What follows belongs to an exercise in optimizing a design on an open flow for small area; a production flow would make more cautious choices.
In this exercise RTL edits were held to simulation tests only and were not proved equivalent to the original.
The clock input has no modelled driver; a real chip could not lean on it and would need a root buffer or a full tree.
Power is estimated from default activity; no workload was simulated.

==> flow/design.v (excerpt) <==
module Top (
    input  logic       clk_1MHz,
    input  logic       reset,
    input  logic       data_in,
    input  logic       write_in,
    input  logic       dequeue_in,
    output logic [7:0] fila_data_out,
    output logic [7:0] fila_len_out
);
clock: 10.0 ns
lec_check: 0
cap_margin: 20
core_margin: 2
core_utilization: 40
slew_margin: 20
run.sh (not shown) runs the stock make flow with config.mk's settings and CLKGATE_MAP_FILE= SYNTH_SCRIPT=/design/flow/synth_recipe.tcl, a recipe that flattens the netlist after the stock synthesis.
Edit:
--- a/flow/config.mk
+++ b/flow/config.mk
@@ -10 +10,2 @@
-export CORE_UTILIZATION = 40
+export CORE_UTILIZATION = 75
+export PLACE_DENSITY = 0.8
What happened: Count of clock-buffer cells in the layout does not change. Via count rises by 11%. Fmax falls by 13%. Combinational power rises by about 4%. Wire length rises by 10%. First-iteration DRC count rises by 120%. Non-clock buffer count falls by 2. Critical path depth stays the same. Clock power falls by 11%. Final area falls by 2.6%. Die area falls by 45%.

========
Setup of run 1:
The RTL this note starts from:
==> flow/design.v <==
module Top (
    input  logic       clk_1MHz,
    input  logic       reset,
    input  logic       data_in,
    input  logic       write_in,
    input  logic       dequeue_in,
    output logic [7:0] fila_data_out,
    output logic [7:0] fila_len_out
);
    logic [3:0] a, b;
    logic       fast, slow;
    function automatic logic [3:0] step(input logic [3:0] v);
        step = {v[2:0], v[3] ? v[0] : ~(v[0] & v[1])};
    endfunction
    assign fast = a[3] & a[2] & a[0];
    assign slow = a[3] & ~a[2] & ~a[0] & b[3] & b[1] & b[0];
    always_ff @(posedge clk_1MHz or posedge reset) begin
        if (reset) begin
            a <= 4'd0;
            b <= 4'd0;
        end else begin
            a <= step(a);
            if (fast) b <= step(b);
        end
    end
    logic [3:0] s;
    logic [7:0] buffer;
    logic       busy;
    logic [3:0] len;
    logic [7:0] mem [8];
    logic [7:0] dout;
    logic recv, req, full, empty, enq, deq, inc;
    assign recv  = ~s[3];
    assign req   = s[3] & ~s[1] & s[0];
    assign full  = len[3];
    assign empty = (len == 4'd0);
    assign enq   = slow & ~busy & req & ~full;
    assign deq   = slow & ~busy & ~(req & ~full) & dequeue_in & ~empty;
    assign inc   = (fast & (recv ? write_in : ~req)) | enq;
    logic [3:0] ts, tl;
    logic [2:0] tq;
    logic       tb;
    assign ts[0] = inc;
    assign ts[1] = inc & s[0];
    assign ts[2] = inc & s[0] & s[1] & ~s[3];
    assign ts[3] = inc & s[0] & s[1] & (s[2] | s[3]);
    assign tl[0] = enq | deq;
    assign tl[1] = (enq & len[0]) | (deq & ~len[0]);
    assign tl[2] = (enq & len[0] & len[1]) | (deq & ~len[0] & ~len[1]);
    assign tl[3] = (enq & len[0] & len[1] & len[2]) | (deq & ~len[0] & ~len[1] & ~len[2]);
    assign tb = slow & (busy | (req & ~full) | (dequeue_in & ~empty));
    always_ff @(posedge clk_1MHz or posedge reset) begin
        if (reset) begin
            s    <= 4'd0;
            busy <= 1'b0;
            len  <= 4'd0;
            dout <= 8'd0;
        end else begin
            s    <= s ^ ts;
            busy <= busy ^ tb;
            len  <= len ^ tl;
            if (deq) dout <= head;
        end
    end
    logic [2:0] q;
    logic [7:0] head;
    logic       ins;
    assign ins = ({1'b0, q} == len);
    assign tq[0] = ~deq;
    assign tq[1] = ~deq & q[0];
    assign tq[2] = ~deq & q[0] & q[1];
    always_ff @(posedge clk_1MHz or posedge reset) begin
        if (reset) q <= 3'd0;
        else q <= q ^ tq;
    end
    always_ff @(posedge clk_1MHz) begin
        if (fast & recv & write_in) buffer <= {data_in, buffer[7:1]};
        mem[0] <= ins ? buffer : mem[7];
        for (int i = 1; i < 8; i++) mem[i] <= mem[i - 1];
        if (q == 3'd0) head <= mem[7];
    end
    assign fila_data_out = dout;
    assign fila_len_out  = {4'd0, len};
endmodule
Settings: LEC_CHECK=0, CAP_MARGIN=20, CORE_MARGIN=2, CORE_UTILIZATION=75, PLACE_DENSITY=0.8, SLEW_MARGIN=20; clock period 10.0 ns.
standard.sh (not shown) runs the stock make flow with config.mk's settings and CLKGATE_MAP_FILE= SYNTH_SCRIPT=/design/flow/synth_recipe.tcl, a recipe that flattens the netlist after the stock synthesis.
==> flow/flow/run.sh <==
#!/bin/bash
# Standard ORFS layout with 1-drive port buffers, every gate shrunk to its
# smallest size before the placement repair (which then resizes or buffers
# what needs it), and CTS's tree replaced by a flat one of a few large
# clock buffers, each driving an equal share of the registers.
set -euo pipefail
here=$(pwd)
bash standard.sh \
  "BUFFER_PORTS_ARGS=-buffer_cell sky130_fd_sc_hd__buf_1" \
  "CTS_ARGS=-sink_clustering_enable -repair_clock_nets -dont_use_dummy_load" \
  "PRE_RESIZE_TCL=$here/flow/downsize.tcl" \
  "POST_CTS_TCL=$here/flow/handtree.tcl" \
  SKIP_REPAIR_TIE_FANOUT=1 \
  finish > make.log 2>&1
==> flow/flow/handtree.tcl <==
# Replace the clock tree that CTS built with a flat one: the clock port
# drives NX*NY clock buffers of type CELL, each driving the registers in one
# cell of an NX by NY grid that splits the registers into equal groups
# (columns by x, then rows by y within each column).
proc my_collect_clock {net bufs_var sinks_var} {
  upvar $bufs_var bufs
  upvar $sinks_var sinks
  foreach it [$net getITerms] {
    if {[$it isOutputSignal]} { continue }
    set inst [$it getInst]
    set m [[$inst getMaster] getName]
    if {[regexp {__clk(buf|inv)} $m] || [string match clkload* [$inst getName]]} {
      lappend bufs $inst
      foreach o [$inst getITerms] {
        if {[$o isOutputSignal] && [$o getNet] ne "NULL"} {
          my_collect_clock [$o getNet] bufs sinks
        }
      }
    } else {
      lappend sinks $it
    }
  }
}

proc my_hand_tree {nx ny cell} {
  set db [ord::get_db]
  set block [ord::get_db_block]
  set root [[$block findBTerm clk_1MHz] getNet]
  set bufs {}
  set sinks {}
  my_collect_clock $root bufs sinks
  foreach inst $bufs {
    foreach o [$inst getITerms] {
      set n [$o getNet]
      if {$n ne "NULL" && [$o isOutputSignal]} {
        $o disconnect
        if {[llength [$n getITerms]] == 0 || [$n getName] ne [$root getName]} {
          foreach x [$n getITerms] { $x disconnect }
          odb::dbNet_destroy $n
        }
      }
    }
    odb::dbInst_destroy $inst
  }
  set pts {}
  foreach it $sinks {
    $it connect $root
    set xy [$it getAvgXY]
    lappend pts [list [lindex $xy 1] [lindex $xy 2] $it]
  }
  set master [$db findMaster $cell]
  set pts [lsort -real -index 0 $pts]
  set n [llength $pts]
  set b 0
  for {set i 0} {$i < $nx} {incr i} {
    set col [lrange $pts [expr {$i * $n / $nx}] [expr {($i + 1) * $n / $nx - 1}]]
    set col [lsort -real -index 1 $col]
    set m [llength $col]
    for {set j 0} {$j < $ny} {incr j} {
      set grp [lrange $col [expr {$j * $m / $ny}] [expr {($j + 1) * $m / $ny - 1}]]
      set net [odb::dbNet_create $block clknet_hand_$b]
      $net setSigType CLOCK
      set inst [odb::dbInst_create $block $master clkbuf_hand_$b]
      set sx 0
      set sy 0
      foreach s $grp {
        set it [lindex $s 2]
        $it disconnect
        $it connect $net
        set sx [expr {$sx + [lindex $s 0]}]
        set sy [expr {$sy + [lindex $s 1]}]
      }
      set k [llength $grp]
      $inst setLocation [expr {int($sx / $k)}] [expr {int($sy / $k)}]
      $inst setPlacementStatus PLACED
      [$inst findITerm A] connect $root
      [$inst findITerm X] connect $net
      incr b
    }
  }
  puts "my_hand_tree: removed [llength $bufs] CTS cells, $n sinks on $b x $cell"
  detailed_placement
  check_placement
}
my_hand_tree 1 3 sky130_fd_sc_hd__clkbuf_16
Other scripts of this flow, unchanged in this note and not shown: flow/flow/downsize.tcl
diff inputs: run 1 => run 2
Settings: swapping 0.8 for 0.92 in PLACE_DENSITY; swapping 75 for 88 in CORE_UTILIZATION.
diff --git a/flow/flow/run.sh b/flow/flow/run.sh
--- a/flow/flow/run.sh
+++ b/flow/flow/run.sh
@@ -13 +12,0 @@
-  SKIP_REPAIR_TIE_FANOUT=1 \
[summary]
Number of enable flip-flop cells after synthesis came out exactly the same in run 1 and run 2.
From run 1 to run 2 the numbers moved as follows: vertical die dimension now smaller, placer congestion estimate moved up, post-synthesis simple-gate area fraction comparable, per-instance average area after synthesis flat.
Run 2 did not make it past detailed placement (3_5_place_dp), where a tool error ended it.
The number of placement rows number comes out higher for run 1 vs run 2.
As far as number of flip-flops and latches in the synthesized netlist goes, run 1 and run 2 are indistinguishable; the numbers are identical.
Reported for run 1 and run 2, fraction of the mapped netlist area in adder cells turned out identical to the last digit.
The xor-xnor portion of the synthesized cell area was comparable across run 1 and run 2.
From run 1 to run 2, synthesized area did not move at all.
The following lists how run 3 was set up differently from run 2:
Settings: changing PLACE_DENSITY from 0.92 to 0.8; changing CORE_UTILIZATION from 88 to 75.
==> flow/flow/run.sh <==
#!/bin/bash
# Standard ORFS layout (bash standard.sh) with these changes:
#  - port buffers are buf_1;
#  - every gate is shrunk to its smallest size before the placement repair,
#    which then resizes or buffers what needs it (flow/downsize.tcl);
#  - CTS's tree is replaced by a flat one: the clock port drives three
#    clkbuf_16, each driving a third of the registers (flow/handtree.tcl);
#  - the constant outputs share one tie cell.
# All tool output goes to make.log here and to ORFS's per-step logs under
# orfs/logs/.
set -euo pipefail
here=$(pwd)
bash standard.sh \
  "BUFFER_PORTS_ARGS=-buffer_cell sky130_fd_sc_hd__buf_1" \
  "CTS_ARGS=-sink_clustering_enable -repair_clock_nets -dont_use_dummy_load" \
  "PRE_RESIZE_TCL=$here/flow/downsize.tcl" \
  "POST_CTS_TCL=$here/flow/handtree.tcl" \
  SKIP_REPAIR_TIE_FANOUT=1 \
  finish > make.log 2>&1
diff --git a/flow/flow/handtree.tcl b/flow/flow/handtree.tcl
--- a/flow/flow/handtree.tcl
+++ b/flow/flow/handtree.tcl
@@ -85 +85,30 @@
-my_hand_tree 1 3 sky130_fd_sc_hd__clkbuf_16
+
+# Largest estimated clock-pin slew over all registers.
+proc my_max_clk_slew {} {
+  set_propagated_clock [all_clocks]
+  estimate_parasitics -placement
+  set worst 0
+  foreach pin [get_pins -hierarchical */CLK] {
+    set s [get_property $pin slew_max]
+    if {$s > $worst} { set worst $s }
+  }
+  return $worst
+}
+
+# Try the three buffers as three bands across and three bands down, and
+# keep the one with the smaller worst clock slew.
+set my_best ""
+set my_best_slew 1e9
+foreach cfg {{1 3} {3 1}} {
+  my_hand_tree {*}$cfg sky130_fd_sc_hd__clkbuf_16
+  set s [my_max_clk_slew]
+  puts "my_hand_tree: grid $cfg worst clock slew $s"
+  if {$s < $my_best_slew} {
+    set my_best $cfg
+    set my_best_slew $s
+  }
+}
+if {$my_best ne "3 1"} {
+  my_hand_tree {*}$my_best sky130_fd_sc_hd__clkbuf_16
+}
+puts "my_hand_tree: kept grid $my_best, worst clock slew [my_max_clk_slew]"
### Flow results
- Run 3 closes out successfully: all stages finished, all timing, DRC and antenna checks passed.
- Going from run 2 to run 3, standard-cell row count grew by a little under 10%.
- Reported for run 3 and run 2, synthesized area turned out identical to the last digit.
- Compared run 3 against run 2; fraction of registers with async set or reset after synthesis within noise.
- [compare] base=run 2 new=run 3: initial standard-cell utilization of the core dropped 14 points; number of port buffers barely changed; final estimated routing congestion in global placement dropped 11%.
- Per the comparison of run 3 with run 2, average cell area after synthesis roughly the same, floorplan die height higher, horizontal die dimension higher, mux contribution to synthesized area roughly the same, share of synthesized cell area in and, or, nand and nor gates roughly the same.
Input changes introduced in run 4 (baseline for comparison: run 3):
==> flow/flow/run.sh <==
#!/bin/bash
# Standard ORFS layout with 1-drive port buffers, every gate shrunk to its
# smallest size before the placement repair (which then resizes or buffers
# what needs it), and CTS's tree replaced by a flat one of a few large
# clock buffers, each driving an equal share of the registers.
set -euo pipefail
here=$(pwd)
bash standard.sh \
  "BUFFER_PORTS_ARGS=-buffer_cell sky130_fd_sc_hd__buf_1" \
  "CTS_ARGS=-sink_clustering_enable -repair_clock_nets -dont_use_dummy_load" \
  "PRE_RESIZE_TCL=$here/flow/downsize.tcl" \
  "POST_CTS_TCL=$here/flow/handtree.tcl" \
  finish > make.log 2>&1
diff --git a/flow/flow/handtree.tcl b/flow/flow/handtree.tcl
--- a/flow/flow/handtree.tcl
+++ b/flow/flow/handtree.tcl
@@ -85,30 +85 @@
-
-# Largest estimated clock-pin slew over all registers.
-proc my_max_clk_slew {} {
-  set_propagated_clock [all_clocks]
-  estimate_parasitics -placement
-  set worst 0
-  foreach pin [get_pins -hierarchical */CLK] {
-    set s [get_property $pin slew_max]
-    if {$s > $worst} { set worst $s }
-  }
-  return $worst
-}
-
-# Try the three buffers as three bands across and three bands down, and
-# keep the one with the smaller worst clock slew.
-set my_best ""
-set my_best_slew 1e9
-foreach cfg {{1 3} {3 1}} {
-  my_hand_tree {*}$cfg sky130_fd_sc_hd__clkbuf_16
-  set s [my_max_clk_slew]
-  puts "my_hand_tree: grid $cfg worst clock slew $s"
-  if {$s < $my_best_slew} {
-    set my_best $cfg
-    set my_best_slew $s
-  }
-}
-if {$my_best ne "3 1"} {
-  my_hand_tree {*}$my_best sky130_fd_sc_hd__clkbuf_16
-}
-puts "my_hand_tree: kept grid $my_best, worst clock slew [my_max_clk_slew]"
+my_hand_tree 1 3 sky130_fd_sc_hd__clkbuf_16
[summary]
The higher cell count after placement of run 4 and run 3 is in run 4.
Number of design-rule violations left by the first detailed-router iteration went up by more than 10% going from run 3 to run 4.
[compare] base=run 3 new=run 4: setup skew after layout went down by 0.0075 ns; cell-internal power was more or less identical.
Re final critical-path share of the clock period: run 4 is 0.67 points up on run 3.
Going from run 3 to run 4, met2 demand-to-capacity share in global routing went down by 2.0 points, design area went up by about 0.4%, routed wire length went down by 180 µm, layout filler cell count went down by 2.
The estimated power of run 4 ends up higher than the estimate for run 3.
In run 1, run 3 and run 4 the design's own scripts or RTL, not TritonCTS, make the clock network.

## re-timing with driven ports
In the flow no input, the clock included, has a driving cell. The finished layouts below were timed again as built, in two steps. Step 1 sets driving cells, clkbuf_16 on the clock port and buf_2 on the other inputs (assumed; they add their load-dependent delay and slew). Step 2 moves the port delays by t, midway between the first and last clock arrival at a register: inputs arrive t later, outputs are due t later. That takes back most of the time a late clock gives input paths. a / b / c = ideal ports / drivers / drivers and shift; a / b = the first two.
run | shift t [ns] | slack for setup (ns) | latest minus earliest clock arrival (ns) | worst data-port slew with drivers (ns) | cell pins on the clock port's net
the first run of note 1 | 0.374 | 6.652 / 6.622 / 6.352 | 0.008 / 0.008 | 0.03 | 1
the second run of note 1 | 0.385 | 6.137 / 6.108 / 6.305 | 0.011 / 0.012 | 0.03 | 1
run 1 | 0.231 | 6.429 / 6.461 / 6.230 | 0.012 / 0.012 | 0.03 | 3
run 3 | 0.224 | 6.446 / 6.476 / 6.252 | 0.013 / 0.014 | 0.03 | 3
run 4 | 0.231 | 6.379 / 6.414 / 6.183 | 0.008 / 0.009 | 0.04 | 3
After both steps setup and hold are still met in every run listed. For the first run of note 1, which loses most, drivers alone change the setup slack by -0.030 ns; drivers and shift together by -0.300 ns.
